This design comes from an exercise in tuning for small area, a short achievable clock period and few clock cycles on the open sky130 flow, not from production work.
In this exercise RTL edits were held to simulation tests only and were not proved equivalent to the original.
Power figures rest on the tool's default switching activity, not on a simulated workload.

<file path="design/flow/run.sh">
#!/bin/bash
# synth_recipe.tcl (not shown) runs the flow's synth.tcl, then flattens the netlist and writes it again
# the make line also repeats each setting of config.mk as NAME=value (left out here)
make -C /OpenROAD-flow-scripts/flow DESIGN_CONFIG=/design/flow/config.mk WORK_HOME=/design/flow/orfs CLKGATE_MAP_FILE= SYNTH_SCRIPT=/design/flow/synth_recipe.tcl finish
</file>
<file path="design/flow/config.mk">
export PLATFORM = sky130hd
export DESIGN_NAME = Top
export DESIGN_NICKNAME = Top
export VERILOG_FILES = /design/flow/design.v
export SDC_FILE = /design/flow/constraint.sdc
export NUM_CORES = 4
export LEC_CHECK = 0
export CAP_MARGIN = 20
export CORE_MARGIN = 2
export CORE_UTILIZATION = 40
export SLEW_MARGIN = 20
</file>
<file path="design/flow/constraint.sdc">
create_clock -name core_clock -period 8.0 [get_ports {sys_clk}]
set_input_delay 1.6000 -clock core_clock [delete_from_list [all_inputs] [get_ports {sys_clk}]]
set_output_delay 1.6000 -clock core_clock [all_outputs]
set_load 0.01 [all_outputs]
</file>
<file path="design/flow/design.v">
module Top(
    input                   sys_clk         ,
    input                   sys_rst_n       , 
    input           [31:0]  data1_in        ,
    input           [31:0]  data2_in        ,
    input           [1:0]   opcode          ,
    input                   trig            ,
    output          [31:0]  data_out        ,
    output                  vld             ,
    output                  work            
);
wire            [31:0]      alu_data1           ;
wire            [31:0]      alu_data2           ;
wire            [31:0]      plus_result         ;
wire                        op_plus             ;
wire                        plus_trig           ;
wire                        plus_vld            ;
wire            [31:0]      multi_result        ;
wire            [23:0]      multi_unit_data1    ;
wire            [23:0]      multi_unit_data2    ;
wire                        multi_unit_trig     ;
wire                        multi_trig          ;
wire                        multi_vld           ;
wire            [31:0]      div_result          ;
wire            [23:0]      div_unit_data1      ;
wire            [23:0]      div_unit_data2      ;
wire                        div_unit_trig       ;
wire                        div_trig            ;
wire                        div_vld             ;
wire            [22:0]      unit_result         ;
wire            [1:0]       unit_other          ;
wire                        unit_trig           ;
wire                        unit_vld            ;
Ctrl Ctrl_inst(
    .sys_clk                (sys_clk                ),   
    .sys_rst_n              (sys_rst_n              ),   
    .data1_in               (data1_in               ),   
    .data2_in               (data2_in               ),   
    .plus_result_in         (plus_result            ),   
    .multi_result_in        (multi_result           ),   
    .div_result_in          (div_result             ),   
    .data1_out              (alu_data1              ),   
    .data2_out              (alu_data2              ),   
    .result_out             (data_out               ),   
    .opcode                 (opcode                 ),   
    .trig                   (trig                   ),   
    .plus_vld_in            (plus_vld               ),   
    .multi_vld_in           (multi_vld              ),   
    .div_vld_in             (div_vld                ),   
    .sel_plus               (plus_trig              ),   
    .sel_multi              (multi_trig              ),   
    .sel_div                (div_trig               ),   
    .op_plus                (op_plus                ),   
    .work                   (work                   ),   
    .result_vld             (vld                    )    
);
Plus Plus_inst(
    .sys_clk                (sys_clk                ),   
    .sys_rst_n              (sys_rst_n              ),   
    .data1_in               (alu_data1              ),   
    .data2_in               (alu_data2              ),   
    .data_out               (plus_result            ),   
    .op                     (op_plus                ),   
    .trig                   (plus_trig              ),   
    .vld                    (plus_vld               )    
);
Multi Multi_inst(
    .sys_clk                (sys_clk                ),   
    .sys_rst_n              (sys_rst_n              ),   
    .data1_in               (alu_data1              ),   
    .data2_in               (alu_data2              ),   
    .data_out               (multi_result           ),   
    .trig                   (multi_trig             ),   
    .vld                    (multi_vld              ),   
    .cordic_result_in       (unit_result            ),   
    .cordic_other_in        (unit_other             ),   
    .cordic_data1_out       (multi_unit_data1       ),   
    .cordic_data2_out       (multi_unit_data2       ),   
    .cordic_result_vld      (unit_vld               ),   
    .cordic_trig_out        (multi_unit_trig        )    
);
Div Div_inst(
    .sys_clk                (sys_clk                ),   
    .sys_rst_n              (sys_rst_n              ),   
    .data1_in               (alu_data1              ),   
    .data2_in               (alu_data2              ),   
    .data_out               (div_result             ),   
    .trig                   (div_trig               ),   
    .vld                    (div_vld                ),   
    .cordic_result_in       (unit_result            ),   
    .cordic_other_in        (unit_other             ),   
    .cordic_data1_out       (div_unit_data1         ),   
    .cordic_data2_out       (div_unit_data2         ),   
    .cordic_result_vld      (unit_vld               ),   
    .cordic_trig_out        (div_unit_trig          )    
);
CordicUnit CordicUnit_inst(
    .sys_clk                (sys_clk                ),   
    .sys_rst_n              (sys_rst_n              ),   
    .mul_data1_in           (multi_unit_data1       ),   
    .mul_data2_in           (multi_unit_data2       ),   
    .div_data1_in           (div_unit_data1         ),   
    .div_data2_in           (div_unit_data2         ),   
    .data_out               (unit_result            ),   
    .data_other             (unit_other             ),   
    .mul_trig               (multi_unit_trig        ),   
    .div_trig               (div_unit_trig          ),   
    .vld                    (unit_vld               )    
);
endmodule
module Ctrl(
    input                   sys_clk         ,
    input                   sys_rst_n       ,
    input           [31:0]  data1_in        ,    
    input           [31:0]  data2_in        ,    
    input           [31:0]  plus_result_in  ,    
    input           [31:0]  multi_result_in ,    
    input           [31:0]  div_result_in   ,    
    output  reg     [31:0]  data1_out       ,    
    output  reg     [31:0]  data2_out       ,    
    output  reg     [31:0]  result_out      ,    
    input           [1:0]   opcode          ,    
    input                   trig            ,
    input                   plus_vld_in     ,    
    input                   multi_vld_in    ,
    input                   div_vld_in      ,
    output  reg             sel_plus        ,    
    output  reg             sel_multi       ,   
    output  reg             sel_div         ,
    output  reg             op_plus         ,    
    output  reg             work            ,    
    output  reg             result_vld           
);
localparam          IDLE    =   4'b0001,
                    PLUS    =   4'b0010,
                    MULTI   =   4'b0100,
                    DIV     =   4'b1000;
reg             [3:0]       next_state;
reg             [3:0]       state;
always@(posedge sys_clk or negedge sys_rst_n) begin
    if(~sys_rst_n) begin
        state   <=  IDLE;
    end
    else begin
        state   <=  next_state;
    end
end
always@(*) begin
    case(state)
        IDLE: begin
            if(trig) begin
                case(opcode)
                    2'b00:  next_state  =   PLUS;
                    2'b01:  next_state  =   PLUS;
                    2'b10:  next_state  =   MULTI;
                    2'b11:  next_state  =   DIV;
                    default:next_state  =   IDLE;       
                endcase
            end
            else begin
                next_state  =   IDLE;
            end
        end
        PLUS:   next_state  =   (plus_vld_in)   ?   IDLE    :   PLUS;  
        MULTI:  next_state  =   (multi_vld_in)  ?   IDLE    :   MULTI;  
        DIV:    next_state  =   (div_vld_in)    ?   IDLE    :   DIV;
        default:next_state  =   IDLE;
    endcase
end
always@(posedge sys_clk or negedge sys_rst_n) begin
    if(~sys_rst_n) begin
        sel_plus    <=  1'b0;
        sel_multi   <=  1'b0;
        sel_div     <=  1'b0;
        op_plus     <=  1'b0;
        data1_out   <=  32'b0;
        data2_out   <=  32'b0;
    end
    else if(state == IDLE && trig) begin
        data1_out   <=  data1_in;
        data2_out   <=  data2_in;
        op_plus     <=  opcode[0];
        case(opcode)
            2'b00:  {sel_plus, sel_multi, sel_div}  <=  3'b100;
            2'b01:  {sel_plus, sel_multi, sel_div}  <=  3'b100;
            2'b10:  {sel_plus, sel_multi, sel_div}  <=  3'b010;
            2'b11:  {sel_plus, sel_multi, sel_div}  <=  3'b001;
            default:{sel_plus, sel_multi, sel_div}  <=  3'b000;
        endcase
    end
    else begin
        sel_plus    <=  1'b0;
        sel_multi   <=  1'b0;
        sel_div     <=  1'b0;
        op_plus     <=  1'b0;
        data1_out   <=  32'b0;
        data2_out   <=  32'b0;
    end
end
always@(posedge sys_clk or negedge sys_rst_n) begin
    if(~sys_rst_n) begin
        result_out  <=  32'b0;      
    end
    else begin
        if(state != IDLE) begin
            if(plus_vld_in) begin
                result_out  <=  plus_result_in; 
            end
            else if(multi_vld_in) begin
                result_out  <=  multi_result_in;
            end
            else if(div_vld_in) begin
                result_out  <=  div_result_in;
            end
            else begin
                result_out  <=  result_out;
            end
        end
        else begin
            result_out  <=  result_out;
        end
    end
end
always@(posedge sys_clk or negedge sys_rst_n) begin
    if(~sys_rst_n) begin
        result_vld  <=  1'b0;       
    end
    else if(state != IDLE) begin
        result_vld  <=  plus_vld_in | multi_vld_in | div_vld_in;
    end
    else begin
        result_vld  <=  1'b0;
    end
end
always@(posedge sys_clk or negedge sys_rst_n) begin
    if(~sys_rst_n) begin
        work            <=  1'b0;
    end
    else if(state == IDLE && trig) begin
        work            <=  1'b1;
    end
    else if(state != IDLE && (plus_vld_in | multi_vld_in | div_vld_in)) begin
        work            <=  1'b0;
    end
    else begin
        work            <=  work;
    end
end
endmodule
module Plus(
    input                   sys_clk,
    input                   sys_rst_n,
    input           [31:0]  data1_in,
    input           [31:0]  data2_in,
    output  reg     [31:0]  data_out,
    input                   op,
    input                   trig,
    output  reg             vld
);
reg             [3:0]       cnt             ;
reg                         op_reg          ;
reg                         sign1           ;
reg                         sign2           ;
reg             [7:0]       exp1            ;
reg             [7:0]       exp2            ;
reg             [22:0]      dec1            ;
reg             [22:0]      dec2            ;
reg             [23:0]      dec1_1          ;
reg             [23:0]      dec2_1          ;
reg             [7:0]       shift_bit       ;
reg             [7:0]       exp_both        ;
reg             [8:0]       shift_bit_comb  ;
reg                         shift_flag      ;    
wire            [23:0]      pre_dec         ;
reg             [26:0]      dec1_2          ;
reg             [26:0]      dec2_2          ;
reg             [25:0]      dec_tmp         ;
reg                         protect         ;
reg     signed  [27:0]      dec1_3          ;
reg     signed  [27:0]      dec2_3          ;
reg     signed  [28:0]      sum             ;
reg             [27:0]      sum_abs         ;
reg                         c_sign          ;
reg     signed  [8:0]       c_exp           ;
reg             [22:0]      c_dec           ;
always@(posedge sys_clk or negedge sys_rst_n) begin
    if(~sys_rst_n) begin
        cnt <= 3'b0;
    end
    else if(cnt == 3'd0 && trig) begin
        cnt <= 3'd1;
    end
    else if(cnt == 3'd0 || cnt == 3'd7) begin
        cnt <= 3'd0;
    end
    else begin
        cnt <= cnt + 1;
    end
end
always@(posedge sys_clk or negedge sys_rst_n) begin
    if(~sys_rst_n) begin
        op_reg <= 1'b0;
    end
    else if(cnt == 3'd0 && trig) begin
        op_reg <= op; 
    end
    else begin
        op_reg <= op_reg;
    end
end
always@(posedge sys_clk or negedge sys_rst_n) begin
    if(~sys_rst_n) begin
        sign1   <=  1'b0;
        sign2   <=  1'b0;
        exp1    <=  8'b0;
        exp2    <=  8'b0;
        dec1    <=  23'b0;  
        dec2    <=  23'b0;
    end
    else if(cnt == 3'd0 && trig) begin
        sign1   <=  data1_in[31];
        sign2   <=  data2_in[31];
        exp1    <=  data1_in[30:23];
        exp2    <=  data2_in[30:23];
        dec1    <=  data1_in[22:0];
        dec2    <=  data2_in[22:0];
    end
    else begin
        sign1   <=  sign1;
        sign2   <=  sign2;
        exp1    <=  exp1;
        exp2    <=  exp2;
        dec1    <=  dec1;
        dec2    <=  dec2;
    end
end
always@(posedge sys_clk or negedge sys_rst_n) begin
    if(~sys_rst_n) begin
        dec1_1 <= 24'b0;
        dec2_1 <= 24'b0;
    end
    else if(cnt == 3'd1) begin
        dec1_1 <= (exp1 == 8'd0) ? 24'd0 : {1'b1, dec1};
        dec2_1 <= (exp2 == 8'd0) ? 24'd0 : {1'b1, dec2};
    end
    else begin
        dec1_1 <= dec1_1;
        dec2_1 <= dec2_1;
    end
end
assign shift_bit_comb = {1'b0, exp1} - {1'b0, exp2};
always@(posedge sys_clk or negedge sys_rst_n) begin
    if(~sys_rst_n) begin
        shift_bit   <= 8'b0;
        shift_flag  <= 1'b0; 
        exp_both    <= 8'b0;
    end
    else begin
        shift_flag <= shift_bit_comb[8];
        if(shift_bit_comb[8]) begin
            shift_bit   <=  ~shift_bit_comb + 1;
            exp_both    <=  exp2;
        end
        else begin
            shift_bit   <=  shift_bit_comb;
            exp_both    <=  exp1;
        end
    end
end
assign pre_dec = (shift_flag) ? dec1_1 : dec2_1;
always@(*) begin
    case(shift_bit)
        8'd0: begin
            dec_tmp     =   {pre_dec, 2'd0};
            protect     =   1'b0;
        end
        8'd1: begin
            dec_tmp     =   {1'd0, pre_dec, 1'd0};  
            protect     =   1'b0;
        end
        8'd2: begin
            dec_tmp     =   {2'd0, pre_dec};
            protect     =   1'b0;
        end
        8'd3: begin
            dec_tmp     =   {3'd0, pre_dec[23:1]};
            protect     =   pre_dec[0];
        end
        8'd4: begin
            dec_tmp     =   {4'd0, pre_dec[23:2]};
            protect     =   (pre_dec[1:0] > 0) ? 1'b1 : 1'b0;
        end
        8'd5: begin
            dec_tmp     =   {5'd0, pre_dec[23:3]};
            protect     =   (pre_dec[2:0] > 0) ? 1'b1 : 1'b0;
        end
        8'd6: begin
            dec_tmp     =   {6'd0, pre_dec[23:4]};
            protect     =   (pre_dec[3:0] > 0) ? 1'b1 : 1'b0;
        end
        8'd7: begin
            dec_tmp     =   {7'd0, pre_dec[23:5]};
            protect     =   (pre_dec[4:0] > 0) ? 1'b1 : 1'b0;
        end
        8'd8: begin
            dec_tmp     =   {8'd0, pre_dec[23:6]};
            protect     =   (pre_dec[5:0] > 0) ? 1'b1 : 1'b0;
        end
        8'd9: begin
            dec_tmp     =   {9'd0, pre_dec[23:7]};
            protect     =   (pre_dec[6:0] > 0) ? 1'b1 : 1'b0;
        end
        8'd10: begin
            dec_tmp     =   {10'd0, pre_dec[23:8]};
            protect     =   (pre_dec[7:0] > 0) ? 1'b1 : 1'b0;
        end
        8'd11: begin
            dec_tmp     =   {11'd0, pre_dec[23:9]};
            protect     =   (pre_dec[8:0] > 0) ? 1'b1 : 1'b0;
        end
        8'd12: begin
            dec_tmp     =   {12'd0, pre_dec[23:10]};
            protect     =   (pre_dec[9:0] > 0) ? 1'b1 : 1'b0;
        end
        8'd13: begin
            dec_tmp     =   {13'd0, pre_dec[23:11]};
            protect     =   (pre_dec[10:0] > 0) ? 1'b1 : 1'b0;
        end
        8'd14: begin
            dec_tmp     =   {14'd0, pre_dec[23:12]};
            protect     =   (pre_dec[11:0] > 0) ? 1'b1 : 1'b0;
        end
        8'd15: begin
            dec_tmp     =   {15'd0, pre_dec[23:13]};
            protect     =   (pre_dec[12:0] > 0) ? 1'b1 : 1'b0;
        end
        8'd16: begin
            dec_tmp     =   {16'd0, pre_dec[23:14]};
            protect     =   (pre_dec[13:0] > 0) ? 1'b1 : 1'b0;
        end
        8'd17: begin
            dec_tmp     =   {17'd0, pre_dec[23:15]};
            protect     =   (pre_dec[14:0] > 0) ? 1'b1 : 1'b0;
        end
        8'd18: begin
            dec_tmp     =   {18'd0, pre_dec[23:16]};
            protect     =   (pre_dec[15:0] > 0) ? 1'b1 : 1'b0;
        end
        8'd19: begin
            dec_tmp     =   {19'd0, pre_dec[23:17]};
            protect     =   (pre_dec[16:0] > 0) ? 1'b1 : 1'b0;
        end
        8'd20: begin
            dec_tmp     =   {20'd0, pre_dec[23:18]};
            protect     =   (pre_dec[17:0] > 0) ? 1'b1 : 1'b0;
        end
        8'd21: begin
            dec_tmp     =   {21'd0, pre_dec[23:19]};
            protect     =   (pre_dec[18:0] > 0) ? 1'b1 : 1'b0;
        end
        8'd22: begin
            dec_tmp     =   {22'd0, pre_dec[23:20]};
            protect     =   (pre_dec[19:0] > 0) ? 1'b1 : 1'b0;
        end
        8'd23: begin
            dec_tmp     =   {23'd0, pre_dec[23:21]};
            protect     =   (pre_dec[20:0] > 0) ? 1'b1 : 1'b0;
        end
        8'd24: begin
            dec_tmp     =   {24'd0, pre_dec[23:22]};
            protect     =   (pre_dec[21:0] > 0) ? 1'b1 : 1'b0;
        end
        8'd25: begin
            dec_tmp     =   {25'd0, pre_dec[23]};
            protect     =   (pre_dec[22:0] > 0) ? 1'b1 : 1'b0;
        end
        default: begin
            dec_tmp     =   26'b0;
            protect     =   (pre_dec[23:0] > 0) ? 1'b1 : 1'b0;
        end
    endcase
end
always@(posedge sys_clk or negedge sys_rst_n) begin
    if(~sys_rst_n) begin
        dec1_2  <=  27'b0;
        dec2_2  <=  27'b0;
    end
    else begin
        if(shift_flag) begin
            dec1_2  <=  {dec_tmp, protect};
            dec2_2  <=  {dec2_1, 3'd0};
        end
        else begin
            dec1_2  <=  {dec1_1, 3'd0};
            dec2_2  <=  {dec_tmp, protect};
        end
    end
end
always@(posedge sys_clk or negedge sys_rst_n) begin
    if(~sys_rst_n) begin
        dec1_3 <= 28'b0;
        dec2_3 <= 28'b0;
    end
    else begin
        if(sign1) begin
            dec1_3 <= ~{1'b0, dec1_2} + 1;
        end
        else begin
            dec1_3 <= {1'b0, dec1_2};
        end
        if(sign2 ^ op_reg) begin
            dec2_3 = ~{1'b0, dec2_2} + 1;
        end
        else begin
            dec2_3 = {1'b0, dec2_2};
        end
    end
end
always@(posedge sys_clk or negedge sys_rst_n) begin
    if(~sys_rst_n) begin
        sum <= 29'b0;
    end
    else begin
        sum <= dec1_3 + dec2_3;
    end
end
always@(posedge sys_clk or negedge sys_rst_n) begin
    if(~sys_rst_n) begin
        sum_abs <=  28'b0;
        c_sign  <=  1'b0;
    end
    else begin
        c_sign <= sum[28];
        if(sum[28]) begin   
            sum_abs <= ~sum + 1;
        end
        else begin
            sum_abs <= sum;
        end
    end
end
always@(posedge sys_clk or negedge sys_rst_n) begin
    if(!sys_rst_n) begin
        c_exp   <=  9'b0;
        c_dec   <=  23'b0;
    end
    else begin
        if(sum_abs[27]) begin
            if((sum_abs[3:0] > 4'd8) || (sum_abs[3:0] == 4'd8 && sum_abs[4])) begin
                c_dec <= sum_abs[26:4] + 1;
            end
            else begin
                c_dec <= sum_abs[26:4];
            end
            c_exp <= exp_both + 1;
        end
        else if(sum_abs[26]) begin
            if((sum_abs[2:0] > 3'd4) || (sum_abs[2:0] == 3'd4 && sum_abs[3])) begin
                c_dec <= sum_abs[25:3] + 1;
            end
            else begin
                c_dec <= sum_abs[25:3];
            end
            c_exp <= exp_both;
        end
        else if(sum_abs[25]) begin
            if(sum_abs[1:0] > 2'd2 || (sum_abs[1:0] == 2'd2 && sum_abs[2])) begin
                c_dec <= sum_abs[24:2] + 1;
            end
            else begin
                c_dec <= sum_abs[24:2];
            end
            c_exp <= exp_both - 1;
        end
        else if(sum_abs[24]) begin
            if(sum_abs[0] && sum_abs[1]) begin
                c_dec <= sum_abs[23:1] + 1;
            end
            else begin
                c_dec <= sum_abs[23:1];
            end
            c_exp <= exp_both - 2;
        end
        else if(sum_abs[23]) begin
            c_dec <= sum_abs[22:0];
            c_exp <= exp_both - 3;
        end
        else if(sum_abs[22]) begin
            c_dec <= {sum_abs[21:0], 1'd0};
            c_exp <= exp_both - 4;
        end
        else if(sum_abs[21]) begin
            c_dec <= {sum_abs[20:0], 2'd0};
            c_exp <= exp_both - 5;
        end
        else if(sum_abs[20]) begin
            c_dec <= {sum_abs[19:0], 3'd0};
            c_exp <= exp_both - 6;
        end
        else if(sum_abs[19]) begin
            c_dec <= {sum_abs[18:0], 4'd0};
            c_exp <= exp_both - 7;
        end
        else if(sum_abs[18]) begin
            c_dec <= {sum_abs[17:0], 5'd0};
            c_exp <= exp_both - 8;
        end
        else if(sum_abs[17]) begin
            c_dec <= {sum_abs[16:0], 6'd0};
            c_exp <= exp_both - 9;
        end
        else if(sum_abs[16]) begin
            c_dec <= {sum_abs[15:0], 7'd0};
            c_exp <= exp_both - 10;
        end
        else if(sum_abs[15]) begin
            c_dec <= {sum_abs[14:0], 8'd0};
            c_exp <= exp_both - 11;
        end
        else if(sum_abs[14]) begin
            c_dec <= {sum_abs[13:0], 9'd0};
            c_exp <= exp_both - 12;
        end
        else if(sum_abs[13]) begin
            c_dec <= {sum_abs[12:0], 10'd0};
            c_exp <= exp_both - 13;
        end
        else if(sum_abs[12]) begin
            c_dec <= {sum_abs[11:0], 11'd0};
            c_exp <= exp_both - 14;
        end
        else if(sum_abs[11]) begin
            c_dec <= {sum_abs[10:0], 12'd0};
            c_exp <= exp_both - 15;
        end
        else if(sum_abs[10]) begin
            c_dec <= {sum_abs[9:0], 13'd0};
            c_exp <= exp_both - 16;
        end
        else if(sum_abs[9]) begin
            c_dec <= {sum_abs[8:0], 14'd0};
            c_exp <= exp_both - 17;
        end
        else if(sum_abs[8]) begin
            c_dec <= {sum_abs[7:0], 15'd0};
            c_exp <= exp_both - 18;
        end
        else if(sum_abs[7]) begin
            c_dec <= {sum_abs[6:0], 16'd0};
            c_exp <= exp_both - 19;
        end
        else if(sum_abs[6]) begin
            c_dec <= {sum_abs[5:0], 17'd0};
            c_exp <= exp_both - 20;
        end
        else if(sum_abs[5]) begin
            c_dec <= {sum_abs[4:0], 18'd0};
            c_exp <= exp_both - 21;
        end
        else if(sum_abs[4]) begin
            c_dec <= {sum_abs[3:0], 19'd0};
            c_exp <= exp_both - 22;
        end
        else if(sum_abs[3]) begin
            c_dec <= {sum_abs[2:0], 20'd0};
            c_exp <= exp_both - 23;
        end
        else if(sum_abs[2]) begin
            c_dec <= {sum_abs[1:0], 21'd0};
            c_exp <= exp_both - 24;
        end
        else if(sum_abs[1]) begin
            c_dec <= {sum_abs[0], 22'd0};
            c_exp <= exp_both - 25;
        end
        else if(sum_abs[0]) begin
            c_dec <= 23'd0;
            c_exp <= exp_both - 26;
        end
        else begin
            c_dec <= 23'd0;
            c_exp <= 0;
        end
    end
end
always@(posedge sys_clk or negedge sys_rst_n) begin
    if(~sys_rst_n) begin
        data_out <= 32'b0;
    end
    else if(cnt == 3'd7) begin
        if((exp1 == 8'd255 && dec1 != 23'd0) || (exp2 == 8'd255 && dec2 != 23'd0)) begin
            data_out <= {1'b1, 8'd255, {23{1'b1}}};
        end
        else if(exp1 == 8'd255 && dec1 == 23'd0) begin
            if((exp2 == 8'd255 && dec2 == 23'd0) && (sign1 ^ (op_reg ^ sign2))) begin
                data_out <= {1'b1, 8'd255, {23{1'b1}}};
            end
            else begin
                data_out <= {sign1, exp1, dec1};
            end
        end
        else if(exp2 == 8'd255 && dec2 == 23'd0) begin
            data_out <= {sign1 ^ (op_reg ^ sign2), exp2, dec2};
        end
        else if(c_exp <= 0) begin
            data_out <= {c_sign, 31'd0};
        end
        else if(c_exp == 255) begin
            data_out <= {c_sign, 8'd255, 23'd0};
        end
        else begin
            data_out <= {c_sign, c_exp[7:0], c_dec};
        end
    end
    else begin
        data_out <= data_out;
    end
end
always@(posedge sys_clk or negedge sys_rst_n) begin
    if(~sys_rst_n) begin
        vld <= 1'b0;
    end
    else if(cnt == 3'd7) begin
        vld <= 1'b1;
    end
    else begin
        vld <= 1'b0;
    end
end
endmodule
module Multi(
    input                       sys_clk             ,           
    input                       sys_rst_n           ,           
    input           [31:0]      data1_in            ,           
    input           [31:0]      data2_in            ,           
    output  reg     [31:0]      data_out            ,           
    input                       trig                ,               
    output  reg                 vld                 ,               
    input           [22:0]      cordic_result_in    ,
    input           [1:0]       cordic_other_in     ,
    output  reg     [23:0]      cordic_data1_out    ,
    output  reg     [23:0]      cordic_data2_out    ,
    input                       cordic_result_vld   ,
    output  reg                 cordic_trig_out
);
localparam          IDLE    =   4'b0001,
                    PRE     =   4'b0010,
                    WAIT    =   4'b0100,
                    OVER    =   4'b1000;
reg                 [3:0]       state           ;
reg                 [3:0]       next_state      ;
reg                 [7:0]       exp1            ;
reg                 [7:0]       exp2            ;
reg                 [22:0]      dec1            ;
reg                 [22:0]      dec2            ;
reg                             sign1           ;
reg                             sign2           ;
reg     signed      [9:0]       c_exp           ;
reg                 [22:0]      c_dec           ;
reg                             c_sign          ;
always@(posedge sys_clk or negedge sys_rst_n) begin
    if(~sys_rst_n) begin
        state   <=  IDLE; 
    end
    else begin
        state    <=  next_state; 
    end
end
always@(*) begin
    case(state)
        IDLE:   next_state  =   (trig)              ?   PRE     :   IDLE    ;
        PRE:    next_state  =   WAIT                                        ;
        WAIT:   next_state  =   (cordic_result_vld) ?   OVER    :   WAIT    ;
        OVER:   next_state  =   IDLE                                        ;
        default:next_state  =   IDLE                                        ;
    endcase
end
always@(posedge sys_clk or negedge sys_rst_n) begin
    if(~sys_rst_n) begin
        sign1   <=  1'b0    ;
        sign2   <=  1'b0    ;
        exp1    <=  8'b0    ;
        exp2    <=  8'b0    ;
        dec1    <=  23'b0   ;
        dec2    <=  23'b0   ;
    end
    else if(state == IDLE && trig) begin
        sign1   <=  data1_in[31]    ;
        sign2   <=  data2_in[31]    ;
        exp1    <=  data1_in[30:23] ;
        exp2    <=  data2_in[30:23] ;
        dec1    <=  data1_in[22:0]  ;
        dec2    <=  data2_in[22:0]  ;
    end
    else begin
        sign1   <=  sign1   ;
        sign2   <=  sign2   ;
        exp1    <=  exp1    ;
        exp2    <=  exp2    ;
        dec1    <=  dec1    ;
        dec2    <=  dec2    ;
    end
end
always@(posedge sys_clk or negedge sys_rst_n) begin
    if(~sys_rst_n) begin
        cordic_data1_out    <=  24'b0;
        cordic_data2_out    <=  24'b0;
    end
    else if(state == PRE) begin
        cordic_data1_out    <=  (exp1 == 8'd0) ? 24'b0 : {1'b1, dec1}; 
        cordic_data2_out    <=  (exp2 == 8'd0) ? 24'b0 : {1'b1, dec2}; 
    end
    else begin
        cordic_data1_out    <=  cordic_data1_out; 
        cordic_data2_out    <=  cordic_data2_out; 
    end
end
always@(posedge sys_clk or negedge sys_rst_n) begin
    if(~sys_rst_n) begin
        cordic_trig_out <=  1'b0; 
    end
    else if(state == PRE) begin
        cordic_trig_out <=  1'b1; 
    end
    else begin
        cordic_trig_out <=  1'b0; 
    end
end
always@(posedge sys_clk or negedge sys_rst_n) begin
    if(~sys_rst_n) begin
        c_sign  <=  1'b0;
    end
    else if(state == PRE) begin
        c_sign  <=  sign1 ^ sign2;             
    end 
    else begin
        c_sign  <=  c_sign; 
    end
end
always@(posedge sys_clk or negedge sys_rst_n) begin
    if(~sys_rst_n) begin
        c_exp   <=  10'd0; 
    end
    else if(state == PRE) begin
        c_exp   <=  exp1 + exp2 - 127; 
    end
    else if(state == WAIT && cordic_result_vld) begin
        if(cordic_other_in[1]) begin
            c_exp   <=  0;
        end
        else if(cordic_other_in[0]) begin
            c_exp   <=  c_exp + 1;
        end
        else begin
            c_exp   <=  c_exp; 
        end
    end
    else begin
        c_exp   <=  c_exp; 
    end
end
always@(posedge sys_clk or negedge sys_rst_n) begin
    if(~sys_rst_n) begin
        c_dec   <=  23'b0; 
    end
    else if(state == WAIT && cordic_result_vld) begin
        c_dec   <=  cordic_result_in; 
    end
    else begin
        c_dec   <=  c_dec; 
    end
end
always@(posedge sys_clk or negedge sys_rst_n) begin
    if(~sys_rst_n) begin
        data_out    <=  32'b0; 
    end
    else if(state == OVER) begin
        if((exp1 == 8'd255 && dec1 != 23'd0) || (exp2 == 8'd255 && dec2 != 23'd0)) begin
            data_out    <=  {32{1'b1}};
        end
        else if(exp1 == 8'd255 && dec1 == 23'd0) begin
            if(exp2 == 8'd0) begin
                data_out    <=  {32{1'b1}};
            end
            else begin
                data_out    <=  {c_sign, 8'd255, 23'd0}; 
            end
        end
        else if(exp2 == 8'd255 && dec2 == 23'd0) begin
            if(exp1 == 8'd0) begin
                data_out    <=  {32{1'b1}};
            end
            else begin
                data_out    <=  {c_sign, 8'd255, 23'd0}; 
            end
        end
        else begin
            if(c_exp <= 0) begin
                data_out    <=  {c_sign, 8'd0, 23'd0};
            end
            else if(c_exp >= 255) begin
                data_out    <=  {c_sign, 8'd255, 23'd0};
            end
            else begin
                data_out    <=  {c_sign, c_exp[7:0], c_dec};
            end
        end
    end
end
always@(posedge sys_clk or negedge sys_rst_n) begin
    if(~sys_rst_n) begin
        vld <=  1'b0; 
    end
    else if(state == OVER) begin
        vld <=  1'b1;
    end
    else begin
        vld <=  1'b0; 
    end
end
endmodule
module Div(
    input                       sys_clk             ,           
    input                       sys_rst_n           ,           
    input           [31:0]      data1_in            ,           
    input           [31:0]      data2_in            ,           
    output  reg     [31:0]      data_out            ,           
    input                       trig                ,               
    output  reg                 vld                 ,               
    input           [22:0]      cordic_result_in    ,
    input           [1:0]       cordic_other_in     ,
    output  reg     [23:0]      cordic_data1_out    ,
    output  reg     [23:0]      cordic_data2_out    ,
    input                       cordic_result_vld   ,
    output  reg                 cordic_trig_out
);
localparam          IDLE    =   4'b0001,
                    PRE     =   4'b0010,
                    WAIT    =   4'b0100,
                    OVER    =   4'b1000;
reg                 [3:0]       state           ;
reg                 [3:0]       next_state      ;
reg                 [7:0]       exp1            ;
reg                 [7:0]       exp2            ;
reg                 [22:0]      dec1            ;
reg                 [22:0]      dec2            ;
reg                             sign1           ;
reg                             sign2           ;
reg     signed      [9:0]       c_exp           ;
reg                 [22:0]      c_dec           ;
reg                             c_sign          ;
always@(posedge sys_clk or negedge sys_rst_n) begin
    if(~sys_rst_n) begin
        state   <=  IDLE; 
    end
    else begin
        state    <=  next_state; 
    end
end
always@(*) begin
    case(state)
        IDLE:   next_state  =   (trig)              ?   PRE     :   IDLE    ;
        PRE:    next_state  =   WAIT                                        ;
        WAIT:   next_state  =   (cordic_result_vld) ?   OVER    :   WAIT    ;
        OVER:   next_state  =   IDLE                                        ;
        default:next_state  =   IDLE                                        ;
    endcase
end
always@(posedge sys_clk or negedge sys_rst_n) begin
    if(~sys_rst_n) begin
        sign1   <=  1'b0    ;
        sign2   <=  1'b0    ;
        exp1    <=  8'b0    ;
        exp2    <=  8'b0    ;
        dec1    <=  23'b0   ;
        dec2    <=  23'b0   ;
    end
    else if(state == IDLE && trig) begin
        sign1   <=  data1_in[31]    ;
        sign2   <=  data2_in[31]    ;
        exp1    <=  data1_in[30:23] ;
        exp2    <=  data2_in[30:23] ;
        dec1    <=  data1_in[22:0]  ;
        dec2    <=  data2_in[22:0]  ;
    end
    else begin
        sign1   <=  sign1   ;
        sign2   <=  sign2   ;
        exp1    <=  exp1    ;
        exp2    <=  exp2    ;
        dec1    <=  dec1    ;
        dec2    <=  dec2    ;
    end
end
always@(posedge sys_clk or negedge sys_rst_n) begin
    if(~sys_rst_n) begin
        cordic_data1_out    <=  24'b0;
        cordic_data2_out    <=  24'b0;
    end
    else if(state == PRE) begin
        cordic_data1_out    <=  (exp1 == 8'd0) ? 24'b0 : {1'b1, dec1}; 
        cordic_data2_out    <=  (exp2 == 8'd0) ? 24'b0 : {1'b1, dec2}; 
    end
    else begin
        cordic_data1_out    <=  cordic_data1_out; 
        cordic_data2_out    <=  cordic_data2_out; 
    end
end
always@(posedge sys_clk or negedge sys_rst_n) begin
    if(~sys_rst_n) begin
        cordic_trig_out <=  1'b0; 
    end
    else if(state == PRE) begin
        cordic_trig_out <=  1'b1; 
    end
    else begin
        cordic_trig_out <=  1'b0; 
    end
end
always@(posedge sys_clk or negedge sys_rst_n) begin
    if(~sys_rst_n) begin
        c_sign  <=  1'b0;
    end
    else if(state == PRE) begin
        c_sign  <=  sign1 ^ sign2;             
    end 
    else begin
        c_sign  <=  c_sign; 
    end
end
always@(posedge sys_clk or negedge sys_rst_n) begin
    if(~sys_rst_n) begin
        c_exp   <=  10'd0; 
    end
    else if(state == PRE) begin
        c_exp   <=  exp1 - exp2 + 127; 
    end
    else if(state == WAIT && cordic_result_vld) begin
        if(cordic_other_in[1]) begin
            c_exp   <=  0;
        end
        else if(cordic_other_in[0]) begin
            c_exp   <=  c_exp - 1;
        end
        else begin
            c_exp   <=  c_exp; 
        end
    end
    else begin
        c_exp   <=  c_exp; 
    end
end
always@(posedge sys_clk or negedge sys_rst_n) begin
    if(~sys_rst_n) begin
        c_dec   <=  23'b0; 
    end
    else if(state == WAIT && cordic_result_vld) begin
        c_dec   <=  cordic_result_in; 
    end
    else begin
        c_dec   <=  c_dec; 
    end
end
always@(posedge sys_clk or negedge sys_rst_n) begin
    if(~sys_rst_n) begin
        data_out    <=  32'b0; 
    end
    else if(state == OVER) begin
        if((exp1 == 8'd255 && dec1 != 23'd0) || (exp2 == 8'd255 && dec2 != 23'd0)) begin
            data_out    <=  {32{1'b1}};
        end
        else if(exp1 == 8'd255 && dec1 == 23'd0) begin
            if(exp2 == 8'd255 && dec2 == 23'd0) begin
                data_out    <=  {32{1'b1}};
            end
            else begin
                data_out    <=  {c_sign, 8'd255, 23'd0}; 
            end
        end
        else if(exp2 == 8'd255 && dec2 == 23'd0) begin
            data_out    <=  {c_sign, 8'd255, 23'd0}; 
        end
        else if(exp2 == 8'd0) begin
            if(exp1 == 8'd0) begin
                data_out    <=  {32{1'b1}};
            end
            else begin
                data_out    <=  {c_sign, 8'd255, 23'd0};
            end
        end
        else begin
            if(c_exp <= 0) begin
                data_out    <=  {c_sign, 8'd0, 23'd0};
            end
            else if(c_exp >= 255) begin
                data_out    <=  {c_sign, 8'd255, 23'd0};
            end
            else begin
                data_out    <=  {c_sign, c_exp[7:0], c_dec}; 
            end
        end
    end
end
always@(posedge sys_clk or negedge sys_rst_n) begin
    if(~sys_rst_n) begin
        vld <=  1'b0; 
    end
    else if(state == OVER) begin
        vld <=  1'b1;
    end
    else begin
        vld <=  1'b0; 
    end
end
endmodule
module CordicUnit(
    input                                   sys_clk         ,
    input                                   sys_rst_n       ,
    input                       [23:0]      mul_data1_in    ,
    input                       [23:0]      mul_data2_in    ,
    input                       [23:0]      div_data1_in    ,
    input                       [23:0]      div_data2_in    ,
    output      reg             [22:0]      data_out        , 
    output      reg             [1:0]       data_other      ,    
    input                                   mul_trig        , 
    input                                   div_trig        , 
    output      reg                         vld             
);
reg                 [4:0]       cnt     ;
reg                             op      ;
reg                 [47:0]      x_data  ;
reg     signed      [49:0]      y_data  ;
reg     signed      [25:0]      z_data  ;
reg                 [24:0]      tmp     ;
wire                [48:0]      res     ;
always@(posedge sys_clk or negedge sys_rst_n) begin
    if(~sys_rst_n) begin
        cnt <=  5'd0; 
    end
    else if(cnt == 5'd0 && (mul_trig || div_trig)) begin
        cnt <=  5'd1; 
    end
    else if(cnt == 5'd0 || cnt == 5'd26) begin
        cnt <=  5'd0; 
    end
    else begin
        cnt <=  cnt + 1; 
    end
end
always@(posedge sys_clk or negedge sys_rst_n) begin
    if(~sys_rst_n) begin
        op      <=  1'b0;
        tmp     <=  25'b0;
        x_data  <=  48'b0;
        y_data  <=  50'b0;
        z_data  <=  26'b0;
    end
    else if(cnt == 5'd0 && (mul_trig || div_trig)) begin
        op      <=  div_trig;
        tmp     <=  {1'd1, 24'd0};
        x_data  <=  (mul_trig) ?    {mul_data1_in, 24'd0}       :   {div_data2_in, 24'd0}; 
        y_data  <=  (mul_trig) ?    50'd0                       :   {2'd0, div_data1_in, 24'd0};
        z_data  <=  (mul_trig) ?    {1'd0, mul_data2_in, 1'd0}  :   26'd0; 
    end
    else begin
        op      <=  op;
        tmp     <=  {1'b0, tmp[24:1]};
        x_data  <=  {1'b0, x_data[47:1]};   
        if( ((~op) & z_data[25]) || (op & (~y_data[49])) ) begin
            y_data  <=  y_data - x_data;
            z_data  <=  z_data + tmp;
        end
        else begin
            y_data  <=  y_data + x_data;
            z_data  <=  z_data - tmp;
        end
    end
end
assign res = (op) ? {z_data[24:0],24'd0} : y_data[48:0];
always@(posedge sys_clk or negedge sys_rst_n) begin
    if(~sys_rst_n) begin
        data_out    <=  23'd0;
        data_other  <=  2'd0;
    end
    else if(cnt == 5'd26) begin
        if(res[48]) begin
            data_out    <=  res[47:25];
            data_other  <=  (op)? 2'b00 : 2'b01;
        end 
        else if(res[47]) begin
            data_out    <=  res[46:24];
            data_other  <=  (op)? 2'b01 : 2'b00;
        end
        else begin
            data_out    <=  23'd0;
            data_other  <=  2'b10;
        end
    end
    else begin
        data_out    <=  data_out;
        data_other  <=  data_other;
    end
end
always@(posedge sys_clk or negedge sys_rst_n) begin
    if(~sys_rst_n) begin
        vld <=  1'b0;
    end
    else if(cnt == 5'd26) begin
        vld <=  1'b1;
    end
    else begin
        vld <=  1'b0; 
    end
end
endmodule
</file>
==> impl_metrics.py <==
metrics = {
    "outcome": {
        "status": "timing/DRC/antenna clean",
    },
    "global_route": {
        "grt_pass1_vias": 48600,
        "grt_max_degree": 154,
        "grt_use_met3_pct": 5.56,
        "grt_pass1_wl_mm": 304,
        "use_met1_pct": 39.0,
        "grt-busiest-layer": "met1",
        "grt_remaining_overflow": 0,
        "use_met2_pct": 36.5,
        "grt.total_usage_pct": 25.9,
        "antenna_found_initial": 9,
    },
    "floorplanning": {
        "rows": 140,
        "io_pins": 103,
        "chipHeight_um": 388,
        "die_w_um": 388,
        "die_area_um2": 150000,
        "start_util_pct": 40.4,
        "design.core.area_um2": 146000,
    },
    "drt": {
        "ant_nets": 0,
        "vias": 51100,
        "firstDrtPassIters": 9,
        "drc": 0,
        "totalWireLength_mm": 200,
        "wl_per_cell_um": 23.6,
        "avgViaCountPerCell": 6.04,
        "drt_iter0_markers": 6411,
    },
    "worst_setup_path": {
        "cp.required_ns": 8.66,
        "worst-path-max-fanout": 7,
        "endpoint_kind": "register",
        "critPathMostFrequentCell": "nand2_1",
        "crit_path_top_delay_cell": "or4_1",
        "worstPathCellList": "or4_1 > nor4b_1 > nand4b_1 > nor2_1 > nand2_1 > o21ai_0 > nand2_1 > xnor2_1 > ha_1 > nand3_1 > nor2_1 > a41oi_1 > o311ai_0 > a31oi_2 > o21ai_1 > a311o_1 > nand2_1",
        "crit_path_max_incr_delay_ns": 0.60,
        "start_kind": "register",
        "rrSetupSlack_ns": 2.95,
        "r2r-start": "CordicUnit_inst.x_data[4]$_DFF_PN0_",
        "rr_worst_depth": 17,
        "crit_type": "reg -> reg",
        "crit_start": "CordicUnit_inst.x_data[4]$_DFF_PN0_",
        "arrival_ns": 5.71,
    },
    "power_and_ir_drop": {
        "p_int_mw": 15.3,
        "cellPowerDensity_nw_per_um2": 441,
        "vdd_drop_max_mv": 0.319,
        "clkPwrFrac_pct": 18.0,
        "power_frac_seq_pct": 28.3,
        "power_switching_mw": 13.6,
        "p_sw_share_pct": 47.1,
        "pwr-share-comb_pct": 53.8,
        "leakage_nw": 28.4,
    },
    "placed_design": {
        "portBuffers": 102,
        "hpwl_mm": 137,
        "gp_congestion": 0.950,
        "dpl-instance-area_um2": 61900,
    },
    "synthesis": {
        "synthArstFlopShare_pct": 100,
        "ys.flop_type": "dfrtp_1",
        "yosysSeqAreaShare_pct": 43.4,
        "synth_seq_cells": 1022,
        "yosysWarnings": 6,
        "syn_area_um2": 58900,
        "synth_cells": 6569,
        "synth_edf_count": 0,
        "synth.avg_cell_area_um2": 8.97,
        "synth_nets": 6818,
        "synthDistinctLibCells": 91,
    },
    "final_layout": {
        "reg_top3": "CordicUnit_inst.y_data x50, CordicUnit_inst.x_data x48",
        "largest_reg_flops": 50,
        "multiInputGateArea_um2": 31200,
        "seq_area_um2": 25600,
        "drive_gt1_share_pct": 9.46,
        "final_cell_mix": "1012 x dfrtp_1, 860 x nand2_1, 597 x nor2_1, 511 x o21ai_0, 457 x a21oi_1",
        "layout_commonest_cell": "dfrtp_1",
        "top_register": "CordicUnit_inst.y_data",
        "area_growth_syn_to_layout_pct": 11.2,
        "num-fill-cells": 14100,
        "fin_nets": 6711,
        "final_area_um2": 65600,
    },
    "job": {
        "max_cap_violations": 0,
    },
    "timing": {
        "skew_ns": 0.0399,
        "worst_pin_slew_ns": 1.25,
        "min_period_ns": 5.05,
        "setup_viol": 0,
        "period_share_pct": 63.1,
        "rsz0062_at_grt": "no",
        "hold_viol_final": 0,
        "drv_slew": 0,
        "max_clock_freq_mhz": 198,
        "slew_headroom_pct": 16.2,
        "fin_setup_tns_ns": 0,
    },
    "clock_tree": {
        "cts_hold_buf": 0,
        "cts_inserted_buffers": 105,
        "clock_sinks": 1022,
        "htree_levels": 3,
        "cts-resized-gates": 0,
        "cts.clk_slew.worst_paths_ns": 0.06,
        "cts_tree": "done",
        "cts-root-buf": "clkbuf_16",
        "clock_path_buffers": 3,
        "clkLatencyLatePin_ns": 0.72,
        "postCtsSetupRepairBufs": 0,
    },
    "hold_path": {
        "hp-class": "reg -> reg",
        "whs_path_depth": 0,
        "hp-start": "Plus_inst.sum[0]$_DFF_PN0_",
    },
}
-- per-stage QoR --
step                setup WS (ns)  cells  hold slack (ns)  power (mW)  utilization [%]
finish                       2.95   8464            0.430        28.9             44.9
global route                 2.51   8462            0.454        30.6             44.9
CTS                          3.04   8462            0.436        28.5             44.9
detailed placement           3.07   8272            0.393        23.2             42.4
global placement             3.04   8272            0.396        23.1             42.4
floorplan                    3.77   6569            0.352        18.2                -
-- kinds of logic after synthesis --
family | share of synthesized area [%]
muxes | 6.24
and+or+nand+nor | 16.5
buffers and inverters | 3.88
DFF | 43.4
xor gates and xnor gates | 6.36
adders and majority gates | 3.90
AOI/OAI and AO/OA | 19.8
-- cells in the mapped netlist, types with 99 or more instances --
cell | number | area share (%)
dfrtp_1 | 1019 | 43
nand2_1 | 862 | 5.5
nor2_1 | 598 | 3.8
o21ai_0 | 511 | 4.3
a21oi_1 | 459 | 3.9
clkbuf_1 | 372 | 2.4
xnor2_1 | 298 | 4.4
mux2_2 | 235 | 4.5
ha_1 | 174 | 3.7
inv_1 | 147 | 0.94
o22ai_1 | 144 | 1.5
xor2_1 | 130 | 1.9
nor3_1 | 109 | 0.93
mux2i_1 | 103 | 1.7
and3_1 | 99 | 1.1
-- layout make-up --
class,count,area share (%)
clock buffers,147,4.71
clock inverters,43,0.874
multi-input cells,4941,47.6
flip-flops and latches,1022,39.0
diodes,2,0.00763
repair buffers,234,3.18
well taps,1917,3.66
inverters,158,0.905
-- per-layer routing --
metal	up-vias	share of wire (%)
met5	-	0.038
met4	4	3.4
met3	476	9.0
met2	2402	41
met1	25000	46
li1	23200	-
-- final timing paths --
| kind | to |
|---|---|
| worst max-delay path | CordicUnit_inst.y_data[48]$_DFF_PN0_ |
| worst min-delay path | Plus_inst.sum_abs[0]$_DFF_PN0_ |
| worst max register to register | CordicUnit_inst.y_data[48]$_DFF_PN0_ |
| worst min register to register | Plus_inst.sum_abs[0]$_DFF_PN0_ |
| max in group asynchronous | Multi_inst.cordic_data2_out[21]$_DFFE_PN0P_ |
| min in group asynchronous | Plus_inst.sum_abs[26]$_DFF_PN0_ |
-- worst max-delay path: cells and delay by family (launching register included) --
kind,cells,cell delay (ns)
AO/OA/AOI/OAI,6,1.78
AND/OR/NAND/NOR,9,2.25
adder cells (fa/ha/maj),1,0.36
XOR/XNOR,1,0.16
flip-flops,1,0.42
-- power groups by stage --
stage | registers, mW | clock network (mW) | logic (mW)
2_1_floorplan | 7.52 | 0 | 10.7
3_3_place_gp | 8.21 | 0 | 14.9
3_5_place_dp | 8.21 | 0 | 15.0
4_1_cts | 8.14 | 5.27 | 15.1
5_1_grt | 8.32 | 5.50 | 16.8
6_report | 8.16 | 5.19 | 15.5
Testbench counts, summed over its fixed seeds: cycles 44,477.

## what the ideal ports hide
Ports are ideal in the flow. The routed layout listed here was re-timed in OpenROAD.
Step 1 (the two cells are an assumption about what drives the block):
set clk [get_ports {sys_clk}]
set_driving_cell -lib_cell sky130_fd_sc_hd__clkbuf_16 $clk
set_driving_cell -lib_cell sky130_fd_sc_hd__buf_2 [delete_from_list [all_inputs] $clk]
Step 2 adds t to the input delays and takes it off the output delays; t is the mean of the earliest and latest rising clock arrival at the registers after step 1. Input paths then give back, and output paths get back, about the clock's delay inside the block.
a / b / c = ideal / step 1 / step 2; a / b = the first two.
shift t [ns]: 0.775
slack for setup (ns): 2.953 / 2.953 / 2.953
hold WS [ns]: 0.430 / 0.430 / 0.430
worst setup path after step 2: register to register
latest minus earliest clock arrival (ns): 0.044 / 0.044
After both steps setup and hold are still met in this run. For this run, drivers alone change the setup slack by 0.000 ns; drivers and shift together by 0.000 ns.
